Background: an optimization exercise with open tools, aiming at small area and a short achievable clock period. Do not read the settings as production practice. In this exercise RTL edits were held to simulation tests only and were not proved equivalent to the original. The flow treats the clock pin as an ideal source. Dropping or thinning the clock tree relies on that and would not hold on a real chip. Power and IR drop assume default switching activity.

==> inputs of branch amber <==
==> flow/design.v <==
module garo_bias (
    input           clock,
    input           rst,
    input[7:0]      ctrl_in,
    output[7:0]     ctrl_out,
    input[31:0]     data_in,
    output[31:0]    data_out,
    input[15:0]     ro_out
);
    localparam S_IDLE       = 3'd1;
    localparam S_CALC       = 3'd2;
    localparam S_CALC_SWAP  = 3'd3;
    localparam S_SCAN       = 3'd4;
    localparam S_SCAN_SWAP  = 3'd5;
    localparam S_PRINT      = 3'd6;
    localparam S_PRINT_SWAP = 3'd7;
    reg       rst_q, rst_qq;
    reg[2:0]  cmd_lo;        
    reg       cmd_hi;        
    reg[2:0]  state;
    reg[2:0]  status;        
    reg       sync;
    reg       f0, f1;        
    reg[13:0] cfg;
    reg       clock_s;
    reg[31:0] div_cnt;
    reg[15:0] sampled;
    reg       enable;
    reg[31:0] cnt;           
    reg[31:0] cnt_b;         
    reg       cnt_c;         
    reg       cnt_b_c;       
    reg[31:0] result;
    reg       lock;
    reg       pend;          
    reg       muestra;       
    reg       load_d;        
    wire[3:0] sel_ro = cfg[3:0];
    wire[4:0] resol  = cfg[8:4];
    wire[4:0] fdiv   = cfg[13:9];
    assign ctrl_out = {5'b0, status};
    assign data_out = result;
    wire[2:0] cmd = cmd_hi ? 3'd3 : cmd_lo;    
    always @(posedge clock) begin
        rst_q  <= rst;
        rst_qq <= rst_q;
        cmd_lo <= ctrl_in[2:0];
        cmd_hi <= |ctrl_in[7:3];
        status <= (rst_q || state == S_CALC) ? 3'd1 : state;
        f0     <= (state == S_CALC) & lock;
        f1     <= f0;
        enable <= !rst_q & sync & !lock;
        if(rst_q) begin
            state <= S_IDLE;
            sync  <= 0;
            cfg   <= 0;
        end
        else case(state)
            S_IDLE: begin
                sync <= 0;
                if(cmd == 3'd2)      state <= S_CALC;
                else if(cmd == 3'd4) state <= S_SCAN;
                else if(cmd == 3'd6) state <= S_PRINT;
            end
            S_CALC: begin
                sync <= 1;
                if(f0 & f1) state <= S_CALC_SWAP;
            end
            S_CALC_SWAP:
                if(cmd == 3'd0) state <= S_IDLE;
            S_SCAN:
                if(cmd == 3'd5) begin
                    cfg   <= data_in[13:0];
                    state <= S_SCAN_SWAP;
                end
            S_SCAN_SWAP:
                if(cmd == 3'd0)      state <= S_IDLE;
                else if(cmd == 3'd4) state <= S_SCAN;
            S_PRINT:
                if(cmd == 3'd7) state <= S_PRINT_SWAP;
            S_PRINT_SWAP:
                if(cmd == 3'd0)      state <= S_IDLE;
                else if(cmd == 3'd6) state <= S_PRINT;
            default: ;
        endcase
    end
    function [27:0] inc28(input[27:0] x, input e);
        reg[6:0] all1;
        reg[27:0] t;
        integer k, j;
        begin
            for(k = 0; k < 7; k = k + 1) all1[k] = &x[4*k +: 4];
            for(k = 0; k < 7; k = k + 1) begin
                t[4*k] = e;
                for(j = 0; j < k; j = j + 1) t[4*k] = t[4*k] & all1[j];
                for(j = 1; j < 4; j = j + 1) t[4*k+j] = t[4*k+j-1] & x[4*k+j-1];
            end
            inc28 = x ^ t;
        end
    endfunction
    reg[31:0] fdiv_mask;
    integer i;
    always @* for(i = 0; i < 32; i = i + 1) fdiv_mask[i] = (i >= fdiv);
    wire div_end = |(div_cnt & fdiv_mask);
    wire tick = !clock_s & div_end;
    wire[31:0] div_inc = div_cnt + 32'd1;
    always @(posedge clock) begin
        if(rst_q) begin
            clock_s <= 1;                
            div_cnt <= 32'd1;
        end
        else if(div_end) begin
            clock_s <= !clock_s;
            div_cnt <= 32'd1;
        end
        else
            div_cnt <= div_inc;
    end
    always @(posedge clock)
        if(tick) sampled <= ro_out;
    wire[27:0] cnt_hi   = inc28(cnt[31:4], cnt_c);
    wire[27:0] cnt_b_hi = inc28(cnt_b[31:4], cnt_b_c);
    always @(posedge clock)
        muestra <= sampled[sel_ro];
    wire done = cnt[resol];
    wire count    = tick & enable & !done;
    wire complete = tick & enable & done;
    wire clear    = tick & !enable;
    wire printing = state[2] & state[1];                   
    wire resolve  = pend & (state == S_PRINT || state == S_IDLE);
    wire[4:0] cnt_lo   = {1'b0, cnt[3:0]} + count;
    wire[4:0] cnt_b_lo = {1'b0, cnt_b[3:0]} + (count & muestra);
    wire cnt_b_zero = clear & !pend | resolve | rst_q;
    always @(posedge clock) begin
        cnt     <= clear ? 32'd0 : {cnt_hi, cnt_lo[3:0]};
        cnt_c   <= !clear & cnt_lo[4];
        cnt_b   <= cnt_b_zero ? 32'd0 : {cnt_b_hi, cnt_b_lo[3:0]};
        cnt_b_c <= !cnt_b_zero & cnt_b_lo[4];
        if(clear | rst_q)  lock <= 0;
        else if(complete)  lock <= 1;
    end
    always @(posedge clock) begin
        load_d <= complete & !printing;
        if(rst_qq | load_d | resolve)
            result <= cnt_b;
        if(rst_q | resolve)
            pend <= 0;
        else if(complete & printing)
            pend <= 1;
    end
endmodule
==> flow/flow/run.sh <==
#!/bin/bash
# Layout flow: the standard ORFS flow (standard.sh: the standard synthesis
# unchanged, the same SDC, floorplan, power grid, placement and routing) with
# these changes:
#  * ports are buffered with buf_2 cells;
#  * repair_timing aims for a setup slack of 7.2 ns against the 10 ns clock
#    (SETUP_SLACK_MARGIN), so it keeps improving paths down to a ~2.8 ns period;
#  * the clock tree is built by flow/cts_tree.tcl instead of TritonCTS: the
#    clock port drives 4 clkbuf_8, each of those 2 clkbuf_16, each of those one
#    eighth of the flip-flops, grouped by place. Every flip-flop is two
#    buffers from the clock port.
# Each step's full output is in synth.log / layout.log here and in orfs/logs.
set -euo pipefail
here=$(cd "$(dirname "$0")" && pwd)
export BUFFER_PORTS_ARGS="-buffer_cell sky130_fd_sc_hd__buf_2"
export SETUP_SLACK_MARGIN=7.2
export PRE_CTS_TCL="$here/cts_tree.tcl"
export CTS_NROOT=4
export CTS_NLEAF=8
export CTS_ROOT_BUF=sky130_fd_sc_hd__clkbuf_8
export CTS_LEAF_BUF=sky130_fd_sc_hd__clkbuf_16
bash standard.sh synth > synth.log 2>&1
bash standard.sh > layout.log 2>&1
==> flow/flow/cts_tree.tcl <==
# Sourced before ORFS's CTS step (PRE_CTS_TCL). It replaces TritonCTS with a
# two-level clock tree built by recursive bisection of the flip-flops' places
# (at the median y, then x, then y ...): the clock port drives CTS_NROOT root
# buffers (CTS_ROOT_BUF), each drives CTS_NLEAF/CTS_NROOT leaf buffers
# (CTS_LEAF_BUF), and each leaf drives the clock pins of one group of
# flip-flops. With CTS_NLEAF equal to CTS_NROOT the roots drive the flip-flops. Each buffer sits at the centre of the flip-flops below it, and
# every flip-flop is two buffers from the clock port.
rename clock_tree_synthesis triton_clock_tree_synthesis

proc cts_split {sinks axis} {
  set sorted [lsort -real -index $axis $sinks]
  set h [expr {[llength $sorted] / 2}]
  return [list [lrange $sorted 0 [expr {$h - 1}]] [lrange $sorted $h end]]
}

proc cts_centre {sinks} {
  set sx 0.0; set sy 0.0
  foreach s $sinks { set sx [expr {$sx + [lindex $s 1]}]; set sy [expr {$sy + [lindex $s 2]}] }
  set n [llength $sinks]
  return [list [expr {int($sx / $n)}] [expr {int($sy / $n)}]]
}

proc cts_buffer {name cell in_net out_name sinks} {
  set block [ord::get_db_block]
  set master [[ord::get_db] findMaster $cell]
  set inst [odb::dbInst_create $block $master $name]
  set net [odb::dbNet_create $block $out_name]
  $net setSigType CLOCK
  [$inst findITerm A] connect $in_net
  [$inst findITerm X] connect $net
  lassign [cts_centre $sinks] x y
  $inst setLocation [expr {$x - [$master getWidth] / 2}] [expr {$y - [$master getHeight] / 2}]
  $inst setPlacementStatus PLACED
  puts "cts_tree: $name ($cell) below [llength $sinks] flip-flops at ([expr {$x / 1000.0}], [expr {$y / 1000.0}])"
  return $net
}

proc clock_tree_synthesis {args} {
  set block [ord::get_db_block]
  set clk [$block findNet clock]
  set sinks {}
  foreach it [$clk getITerms] {
    set bb [[$it getInst] getBBox]
    lappend sinks [list $it [expr {([$bb xMin] + [$bb xMax]) / 2.0}] \
      [expr {([$bb yMin] + [$bb yMax]) / 2.0}]]
  }
  puts "cts_tree: [llength $sinks] clock sinks"
  set groups [list $sinks]
  set axis 2
  while {[llength $groups] < $::env(CTS_NLEAF)} {
    set next {}
    foreach g $groups { lappend next {*}[cts_split $g $axis] }
    set groups $next
    set axis [expr {3 - $axis}]
  }
  if {$::env(CTS_NLEAF) == $::env(CTS_NROOT)} {
    # one level: the root buffers drive the flip-flops
    set r 0
    foreach g $groups {
      set rnet [cts_buffer clkbuf_root_$r $::env(CTS_ROOT_BUF) $clk clknet_root_$r $g]
      foreach s $g {
        set it [lindex $s 0]
        $it disconnect
        $it connect $rnet
      }
      incr r
    }
    $clk setSigType CLOCK
    global_connect
    set_propagated_clock [all_clocks]
    return
  }
  set per [expr {$::env(CTS_NLEAF) / $::env(CTS_NROOT)}]
  for {set r 0} {$r < $::env(CTS_NROOT)} {incr r} {
    set leaves [lrange $groups [expr {$r * $per}] [expr {$r * $per + $per - 1}]]
    set below [concat {*}$leaves]
    set rnet [cts_buffer clkbuf_root_$r $::env(CTS_ROOT_BUF) $clk clknet_root_$r $below]
    set l 0
    foreach g $leaves {
      set lnet [cts_buffer clkbuf_leaf_${r}_$l $::env(CTS_LEAF_BUF) $rnet clknet_leaf_${r}_$l $g]
      foreach s $g {
        set it [lindex $s 0]
        $it disconnect
        $it connect $lnet
      }
      incr l
    }
  }
  $clk setSigType CLOCK
  global_connect
  set_propagated_clock [all_clocks]
}
==> flow/standard.sh <==
#!/bin/bash
# synth_recipe.tcl (not shown) runs the flow's synth.tcl, then flattens the netlist and writes it again
# the make line also repeats each setting of config.mk as NAME=value (left out here)
make -C /OpenROAD-flow-scripts/flow DESIGN_CONFIG=/design/flow/config.mk WORK_HOME=/design/flow/orfs CLKGATE_MAP_FILE= SYNTH_SCRIPT=/design/flow/synth_recipe.tcl "${@:-finish}"
==> flow/config.mk <==
export PLATFORM = sky130hd
export DESIGN_NAME = garo_bias
export DESIGN_NICKNAME = garo_bias
export VERILOG_FILES = /design/flow/design.v
export SDC_FILE = /design/flow/constraint.sdc
export NUM_CORES = 4
export LEC_CHECK = 0
export CAP_MARGIN = 20
export CORE_MARGIN = 2
export CORE_UTILIZATION = 40
export PLACE_DENSITY = 0.6
export SLEW_MARGIN = 20
==> flow/constraint.sdc <==
create_clock -name core_clock -period 10.0 [get_ports {clock}]
set_input_delay 2.0000 -clock core_clock [delete_from_list [all_inputs] [get_ports {clock}]]
set_output_delay 2.0000 -clock core_clock [all_outputs]
set_load 0.01 [all_outputs]
==> branch pepper (differences from branch amber) <==
--- a/flow/design.v
+++ b/flow/design.v
@@ -29,9 +29,8 @@
     reg[31:0] cnt;           
     reg[31:0] cnt_b;         
-    reg       cnt_c;         
-    reg       cnt_b_c;       
     reg[31:0] result;
     reg       lock;
     reg       pend;          
+    reg       done;          
     reg       muestra;       
     reg       load_d;        
@@ -85,18 +84,4 @@
         endcase
     end
-    function [27:0] inc28(input[27:0] x, input e);
-        reg[6:0] all1;
-        reg[27:0] t;
-        integer k, j;
-        begin
-            for(k = 0; k < 7; k = k + 1) all1[k] = &x[4*k +: 4];
-            for(k = 0; k < 7; k = k + 1) begin
-                t[4*k] = e;
-                for(j = 0; j < k; j = j + 1) t[4*k] = t[4*k] & all1[j];
-                for(j = 1; j < 4; j = j + 1) t[4*k+j] = t[4*k+j-1] & x[4*k+j-1];
-            end
-            inc28 = x ^ t;
-        end
-    endfunction
     reg[31:0] fdiv_mask;
     integer i;
@@ -119,9 +104,8 @@
     always @(posedge clock)
         if(tick) sampled <= ro_out;
-    wire[27:0] cnt_hi   = inc28(cnt[31:4], cnt_c);
-    wire[27:0] cnt_b_hi = inc28(cnt_b[31:4], cnt_b_c);
-    always @(posedge clock)
+    always @(posedge clock) begin
         muestra <= sampled[sel_ro];
-    wire done = cnt[resol];
+        done    <= cnt[resol];
+    end
     wire count    = tick & enable & !done;
     wire complete = tick & enable & done;
@@ -129,12 +113,11 @@
     wire printing = state[2] & state[1];                   
     wire resolve  = pend & (state == S_PRINT || state == S_IDLE);
-    wire[4:0] cnt_lo   = {1'b0, cnt[3:0]} + count;
-    wire[4:0] cnt_b_lo = {1'b0, cnt_b[3:0]} + (count & muestra);
-    wire cnt_b_zero = clear & !pend | resolve | rst_q;
+    wire[31:0] cnt_inc   = cnt + 32'd1;
+    wire[31:0] cnt_b_inc = cnt_b + 32'd1;
     always @(posedge clock) begin
-        cnt     <= clear ? 32'd0 : {cnt_hi, cnt_lo[3:0]};
-        cnt_c   <= !clear & cnt_lo[4];
-        cnt_b   <= cnt_b_zero ? 32'd0 : {cnt_b_hi, cnt_b_lo[3:0]};
-        cnt_b_c <= !cnt_b_zero & cnt_b_lo[4];
+        if(clear)      cnt <= 0;
+        else if(count) cnt <= cnt_inc;
+        if(clear & !pend | resolve | rst_q) cnt_b <= 0;
+        else if(count & muestra)    cnt_b <= cnt_b_inc;
         if(clear | rst_q)  lock <= 0;
         else if(complete)  lock <= 1;
--- a/flow/flow/run.sh
+++ b/flow/flow/run.sh
@@ -7,6 +7,6 @@
 #    (SETUP_SLACK_MARGIN), so it keeps improving paths down to a ~2.8 ns period;
 #  * the clock tree is built by flow/cts_tree.tcl instead of TritonCTS: the
-#    clock port drives 4 clkbuf_8, each of those 2 clkbuf_16, each of those one
-#    eighth of the flip-flops, grouped by place. Every flip-flop is two
+#    clock port drives 4 clkbuf_16, each of those 4 clkbuf_8, each of those one
+#    sixteenth of the flip-flops, grouped by place. Every flip-flop is two
 #    buffers from the clock port.
 # Each step's full output is in synth.log / layout.log here and in orfs/logs.
@@ -17,7 +17,7 @@
 export PRE_CTS_TCL="$here/cts_tree.tcl"
 export CTS_NROOT=4
-export CTS_NLEAF=8
-export CTS_ROOT_BUF=sky130_fd_sc_hd__clkbuf_8
-export CTS_LEAF_BUF=sky130_fd_sc_hd__clkbuf_16
+export CTS_NLEAF=16
+export CTS_ROOT_BUF=sky130_fd_sc_hd__clkbuf_16
+export CTS_LEAF_BUF=sky130_fd_sc_hd__clkbuf_8
 bash standard.sh synth > synth.log 2>&1
 bash standard.sh > layout.log 2>&1
==> branch zinc (differences from branch amber) <==
--- a/flow/design.v
+++ b/flow/design.v
@@ -15,5 +15,5 @@
     localparam S_PRINT      = 3'd6;
     localparam S_PRINT_SWAP = 3'd7;
-    reg       rst_q, rst_qq;
+    reg       rst_q;
     reg[2:0]  cmd_lo;        
     reg       cmd_hi;        
@@ -44,5 +44,4 @@
     always @(posedge clock) begin
         rst_q  <= rst;
-        rst_qq <= rst_q;
         cmd_lo <= ctrl_in[2:0];
         cmd_hi <= |ctrl_in[7:3];
@@ -131,5 +130,5 @@
     wire[4:0] cnt_lo   = {1'b0, cnt[3:0]} + count;
     wire[4:0] cnt_b_lo = {1'b0, cnt_b[3:0]} + (count & muestra);
-    wire cnt_b_zero = clear & !pend | resolve | rst_q;
+    wire cnt_b_zero = clear & !pend | resolve;
     always @(posedge clock) begin
         cnt     <= clear ? 32'd0 : {cnt_hi, cnt_lo[3:0]};
@@ -141,6 +140,8 @@
     end
     always @(posedge clock) begin
-        load_d <= complete & !printing;
-        if(rst_qq | load_d | resolve)
+        load_d <= !rst_q & complete & !printing;
+        if(rst_q)
+            result <= 0;
+        else if(load_d | resolve)
             result <= cnt_b;
         if(rst_q | resolve)
==> flow/flow/run.sh (replaced) <==
#!/bin/bash
# Layout flow: the standard ORFS flow (standard.sh: the standard synthesis
# unchanged, the same SDC, floorplan, power grid, placement and routing) with
# these changes:
#  * ports are buffered with buf_2 cells;
#  * repair_timing aims for a setup slack of 7.25 ns against the 10 ns clock
#    (SETUP_SLACK_MARGIN), so it keeps improving paths down to a ~2.75 ns period;
#  * the clock tree is built by flow/cts_tree.tcl instead of TritonCTS: the
#    clock port drives 4 clkbuf_16, each of those 4 clkbuf_8, each of those one
#    sixteenth of the flip-flops, grouped by place. Every flip-flop is two
#    buffers from the clock port.
# Each step's full output is in synth.log / layout.log here and in orfs/logs.
set -euo pipefail
here=$(cd "$(dirname "$0")" && pwd)
export BUFFER_PORTS_ARGS="-buffer_cell sky130_fd_sc_hd__buf_2"
export SETUP_SLACK_MARGIN=7.25
export PRE_CTS_TCL="$here/cts_tree.tcl"
export CTS_NROOT=4
export CTS_NLEAF=16
export CTS_ROOT_BUF=sky130_fd_sc_hd__clkbuf_16
export CTS_LEAF_BUF=sky130_fd_sc_hd__clkbuf_8
bash standard.sh synth > synth.log 2>&1
bash standard.sh > layout.log 2>&1
==> comparison <==
First-iteration DRC count: branch pepper is higher than branch zinc (23%). Between branch amber and branch pepper, the lower power is in branch amber (gap 4.6%, measured against branch pepper). Synthesized cell count: branch zinc is higher than branch amber (about 15%). Between branch amber and branch zinc, the lower fmax is in branch amber (gap about 3%, measured against branch zinc). Sequential power: branch zinc < branch pepper < branch amber. The highest wire length belongs to branch pepper, the lowest to branch amber. In branch pepper the sequential cell count is lower than in branch amber, by 1. Design area: branch pepper is larger than branch zinc (5.1%).
==> figures <==
quantity                                                      branch pepper     branch zinc    branch amber
Leakage                                                             3.13 nW         3.57 nW         3.36 nW
Relative contribution of combinational cells to total power            3.8%            2.2%            3.2%
Post-synthesis instance area                                     8290 sq um      7620 sq um      7790 sq um
Post-Route Utilization                                                45.7%           47.2%           45.0%
Total of fill cells in the finished design                             1984            1783            1821
Launching point of the worst reg2reg path                           cfg[12]         cfg[12]         cfg[10]
Number of cells on the worst reg-to-reg path                              9              12              12
# Taps                                                                  270             234             265
Netlist cell types                                                       65              54              66
Outcome                                                      finished clean  finished clean  finished clean
Layout Cell Area excl Fill                                       9280 sq um      8830 sq um      8670 sq um
Clock Pin Slew Worst Setup and Hold Paths                           0.08 ns         0.07 ns         0.09 ns
Routed length per placed instance                                   16.0 um         13.8 um         13.9 um
Crit path capture                                               data_out[0]     ctrl_out[0]    data_out[25]
Area overhead of the layout relative to synthesis                     11.9%           15.8%           11.3%
Met3 GRT Util                                                         1.79%           1.75%          0.966%
Fmax                                                                351 MHz         363 MHz         352 MHz
No run of this note takes its clock network from TritonCTS; it comes from the design's own scripts or RTL.

==> static timing again, ports no longer ideal <==
No port has a modelled driver above. Below, the same layouts with a new extraction and two added sets of constraints. Step 1 sets driving cells, clkbuf_16 on the clock port and buf_2 on the other inputs (assumed; they add their load-dependent delay and slew). Step 2 moves the port delays by t, midway between the first and last clock arrival at a register: inputs arrive t later, outputs are due t later. That takes back most of the time a late clock gives input paths. Slacks: ideal ports / drivers / drivers and shift; pairs: ideal ports / drivers.
run	shift t [ns]	setup WS [ns]	worst setup path at the end
branch amber	0.362	7.162 / 7.087 / 7.336	register to register
branch pepper	0.373	7.154 / 7.060 / 7.359	register to register
branch zinc	0.367	7.247 / 7.156 / 7.380	register to register
After both steps setup and hold are still met in every run listed.
